Context: an optimization exercise on an open-source flow, tuned for small area, a short achievable clock period and few clock cycles per item. The choices shown serve that exercise and are no tape-out recipe.
In this exercise RTL edits were held to simulation tests only and were not proved equivalent to the original.
Power and IR drop assume default switching activity.

## willow
==> module miniRV_top, before the edit <==
module miniRV_top (
  input  logic        clk,
  input  logic        rst,
  output logic [31:0] imem_addr,
  input  logic [31:0] imem_rdata,
  output logic        dmem_we,
  output logic [31:0] dmem_addr,
  output logic [3:0]  dmem_wmask,
  output logic [31:0] dmem_wdata,
  input  logic [31:0] dmem_rdata,
  output logic        halt
);
  logic [31:2] pc;           
  logic [31:0] ir;           
  logic        x_wr;         
  logic        x_ld;         
  logic        x_st;         
  logic        x_jmp;        
  logic        x_add;        
  logic        x_lui;
  logic [3:0]  x_rd;
  logic [15:1] sel1, sel2;   
  logic        fw1, fw2;     
  logic        m_wr;         
  logic        m_ld;
  logic        m_lbu;
  logic [3:0]  m_rd;
  logic [31:0] m_res;        
  logic        st_q;
  logic [3:0]  wmask_q;
  logic [31:0] wdata_q;
  logic        halt_q;
  assign imem_addr  = {pc, 2'b00};
  assign dmem_we    = st_q;
  assign dmem_addr  = {m_res[31:2], 2'b00};
  assign dmem_wmask = wmask_q;
  assign dmem_wdata = wdata_q;
  assign halt       = halt_q;
  logic [31:0] wb;
  logic [7:0]  ld_byte;
  always_comb begin
    case (m_res[1:0])
      2'd0: ld_byte = dmem_rdata[7:0];
      2'd1: ld_byte = dmem_rdata[15:8];
      2'd2: ld_byte = dmem_rdata[23:16];
      default: ld_byte = dmem_rdata[31:24];
    endcase
    if (!m_ld)      wb = m_res;
    else if (m_lbu) wb = {24'd0, ld_byte};
    else            wb = dmem_rdata;
  end
  logic [15:1] vld_next;
  logic [31:0] v1, v2;
  regfile u_regfile (
    .clk      (clk),
    .rst      (rst),
    .we       (m_wr),
    .wa       (m_rd),
    .wd       (wb),
    .vld_next (vld_next),
    .sel1     (sel1),
    .bp1      (fw1),
    .bv1      (m_res),
    .sel2     (sel2),
    .bp2      (fw2),
    .bv2      (m_res),
    .rd1      (v1),
    .rd2      (v2)
  );
  logic [31:0] fi;
  assign fi = imem_rdata;
  logic f_lui, f_jalr, f_ebreak, f_add, f_store, f_load;
  assign f_lui    = ~fi[6] &  fi[2];
  assign f_jalr   =  fi[6] & ~fi[4];
  assign f_ebreak =  fi[6] &  fi[4];
  assign f_add    = ~fi[6] &  fi[5] & fi[4] & ~fi[2];
  assign f_store  = ~fi[6] &  fi[5] & ~fi[4];
  assign f_load   = ~fi[5] & ~fi[4];
  logic [3:0] f_rs1, f_rs2, f_rd;
  assign f_rd  = fi[10:7];
  assign f_rs1 = fi[18:15];
  assign f_rs2 = fi[23:20];
  logic f_use1, f_use2;
  assign f_use1 = ~f_lui;
  assign f_use2 = f_add | f_store;
  logic stall;
  assign stall = x_wr & x_ld & ((f_use1 & (f_rs1 == x_rd)) | (f_use2 & (f_rs2 == x_rd)));
  logic f_fw1, f_fw2;
  assign f_fw1 = x_wr & ~x_ld & (f_rs1 == x_rd) & f_use1;
  assign f_fw2 = x_wr & ~x_ld & (f_rs2 == x_rd);
  logic [15:1] f_sel1, f_sel2;
  always_comb begin
    for (int k = 1; k < 16; k++) begin
      f_sel1[k] = (f_rs1 == k) && vld_next[k] && !f_fw1 && f_use1;
      f_sel2[k] = (f_rs2 == k) && vld_next[k] && !f_fw2;
    end
  end
  logic [31:0] imm;
  assign imm[31:12] = x_lui ? ir[31:12] : {20{ir[31]}};
  assign imm[11:5]  = x_lui ? 7'd0 : ir[31:25];
  assign imm[4:0]   = x_lui ? 5'd0 : (x_st ? ir[11:7] : ir[24:20]);
  logic [31:0] opb, sum;
  assign opb = x_add ? v2 : imm;
  assign sum = v1 + opb;
  logic f_go;    
  assign f_go = ~stall & ~x_jmp;
  always_ff @(posedge clk) begin
    if (rst) begin
      x_wr   <= 1'b0;
      x_st   <= 1'b0;
      x_jmp  <= 1'b0;
      halt_q <= 1'b0;
      m_wr   <= 1'b0;
      st_q   <= 1'b0;
    end else begin
      x_wr   <= f_go & ~f_store & (f_rd != 4'd0);
      x_st   <= f_go & f_store;
      x_jmp  <= f_go & f_jalr;
      halt_q <= f_go & f_ebreak;
      m_wr   <= x_wr;
      st_q   <= x_st;
    end
  end
  logic        pc_en;
  logic [31:2] pc_d;
  assign pc_en = rst | x_jmp | ~stall;
  assign pc_d  = ({30{rst}} & 30'h2000_0000)
               | ({30{~rst & x_jmp}} & sum[31:2])
               | ({30{~rst & ~x_jmp}} & (pc + 30'd1));
  always_ff @(posedge clk) begin
    if (pc_en) pc <= pc_d;
  end
  always_ff @(posedge clk) begin
    ir    <= fi;
    x_ld  <= f_load;
    x_add <= f_add;
    x_lui <= f_lui;
    x_rd  <= f_rd;
    sel1  <= f_sel1;
    sel2  <= f_sel2;
    fw1   <= f_fw1;
    fw2   <= f_fw2;
    m_ld    <= x_ld;
    m_lbu   <= ir[14];
    m_rd    <= x_rd;
    m_res   <= x_jmp ? {pc, 2'b00} : sum;
    wmask_q <= ir[13] ? 4'b1111 : (4'b0001 << sum[1:0]);
    wdata_q <= ir[13] ? v2 : {4{v2[7:0]}};
  end
endmodule
export LEC_CHECK = 0
export CAP_MARGIN = 20
export CORE_MARGIN = 2
export CORE_UTILIZATION = 60
export SLEW_MARGIN = 20
create_clock -name core_clock -period 13.0 [get_ports {clk}]
standard.sh (not shown) runs the stock make flow with config.mk's settings and CLKGATE_MAP_FILE= SYNTH_SCRIPT=/design/flow/synth_recipe.tcl, a recipe that flattens the netlist after the stock synthesis.
==> flow/flow/run.sh <==
#!/bin/bash
# Layout flow: the standard ORFS flow (standard.sh, unchanged synthesis) with
#  - timing repair asked to leave a setup margin, so that the layout is optimised for a
#    period well below the design's 13 ns (the SDC itself is not changed),
#  - port buffers of a plain buffer cell (buf_2) instead of the delay-buffer cell that
#    buffer_ports picks by default, and sizing not limited to same-footprint cells,
#    so that the port buffers can be sized like any other cell,
#  - clock tree sinks clustered 30 to a buffer within 60 um, with no dummy loads.
# make's full output goes to standard.log in the work folder; ORFS's per-step logs are
# under orfs/logs/.
set -euo pipefail
export SETUP_SLACK_MARGIN=${FLOW_SETUP_MARGIN:-9.0}
export CTS_ARGS="-sink_clustering_enable -repair_clock_nets -dont_use_dummy_load -sink_clustering_size 30 -sink_clustering_max_diameter 60"
export BUFFER_PORTS_ARGS="-buffer_cell sky130_fd_sc_hd__buf_2"
bash standard.sh MATCH_CELL_FOOTPRINT=0 finish > standard.log 2>&1
willow ran to completion and came out clean on the timing, design-rule and antenna checks.
Testbench counts of willow, summed over its fixed seeds: cycles 33,477, instructions 31,279.
#### Input delta (tundra over willow)
--- a/flow/design.v
+++ b/flow/design.v
@@ -163,12 +163,15 @@
     end
   end
-  logic        pc_en;
-  logic [31:2] pc_d;
-  assign pc_en = rst | x_jmp | ~stall;
-  assign pc_d  = ({30{rst}} & 30'h2000_0000)
-               | ({30{~rst & x_jmp}} & sum[31:2])
-               | ({30{~rst & ~x_jmp}} & (pc + 30'd1));
+  logic [31:2] pc_ones;    
+  always_comb begin
+    pc_ones[2] = 1'b1;
+    for (int i = 3; i < 32; i++) pc_ones[i] = pc_ones[i-1] & pc[i-1];
+  end
+  logic [31:2] pc_seq;
+  assign pc_seq = pc ^ (pc_ones & {30{~stall}});
   always_ff @(posedge clk) begin
-    if (pc_en) pc <= pc_d;
+    if (rst)        pc <= 30'h2000_0000;
+    else if (x_jmp) pc <= sum[31:2];
+    else            pc <= pc_seq;
   end
   always_ff @(posedge clk) begin
[summary]
Final-layout fill cell count down 13 in tundra wrt willow
As far as number of well taps goes, willow and tundra are indistinguishable; the numbers are identical.
tundra vs willow — portion of total power attributed to sequential cells rose 0.3 points.
[tundra] sum of met3 wire segment lengths after detailed routing rose about 1.7% relative to willow
Across both runs, total iterations of the first detailed-routing run was lower for tundra than for willow.
sky130_fd_sc_hd__a2111o_1 as the cell with the largest stage delay on the worst path was reported by tundra, and sky130_fd_sc_hd__ha_1 by willow.
Diff willow -> tundra: final core utilization saw little to no change; arrival time at the worst endpoint went up by 0.14 ns.
Testbench counts of tundra, summed over its fixed seeds: cycles 33,477, instructions 31,279.

port drivers added, routing unchanged:
Ports are ideal in the flow. The routed layouts listed here were re-timed in OpenROAD.
Step 1 sets driving cells, clkbuf_16 on the clock port and buf_2 on the other inputs (assumed; they add their load-dependent delay and slew).
Step 2 times the ports against the registers' clock, not the clock port: input delays grow and output delays shrink by t, the midpoint of the rising clock arrivals with the driver on.
a / b / c = ideal ports / drivers / drivers and shift; a / b = the first two.
| run | t (ns) | setup slack, ns | slew at the worst register clock pin (ns) | worst slew at a driven data input, ns |
|---|---|---|---|---|
| willow | 0.667 | 8.909 / 8.909 / 8.502 | 0.11 / 0.11 | 0.04 |
| tundra | 0.662 | 8.932 / 8.892 / 8.415 | 0.10 / 0.10 | 0.04 |
After both steps setup and hold are still met in every run listed. For tundra, which loses most, drivers alone change the setup slack by -0.040 ns; drivers and shift together by -0.517 ns.
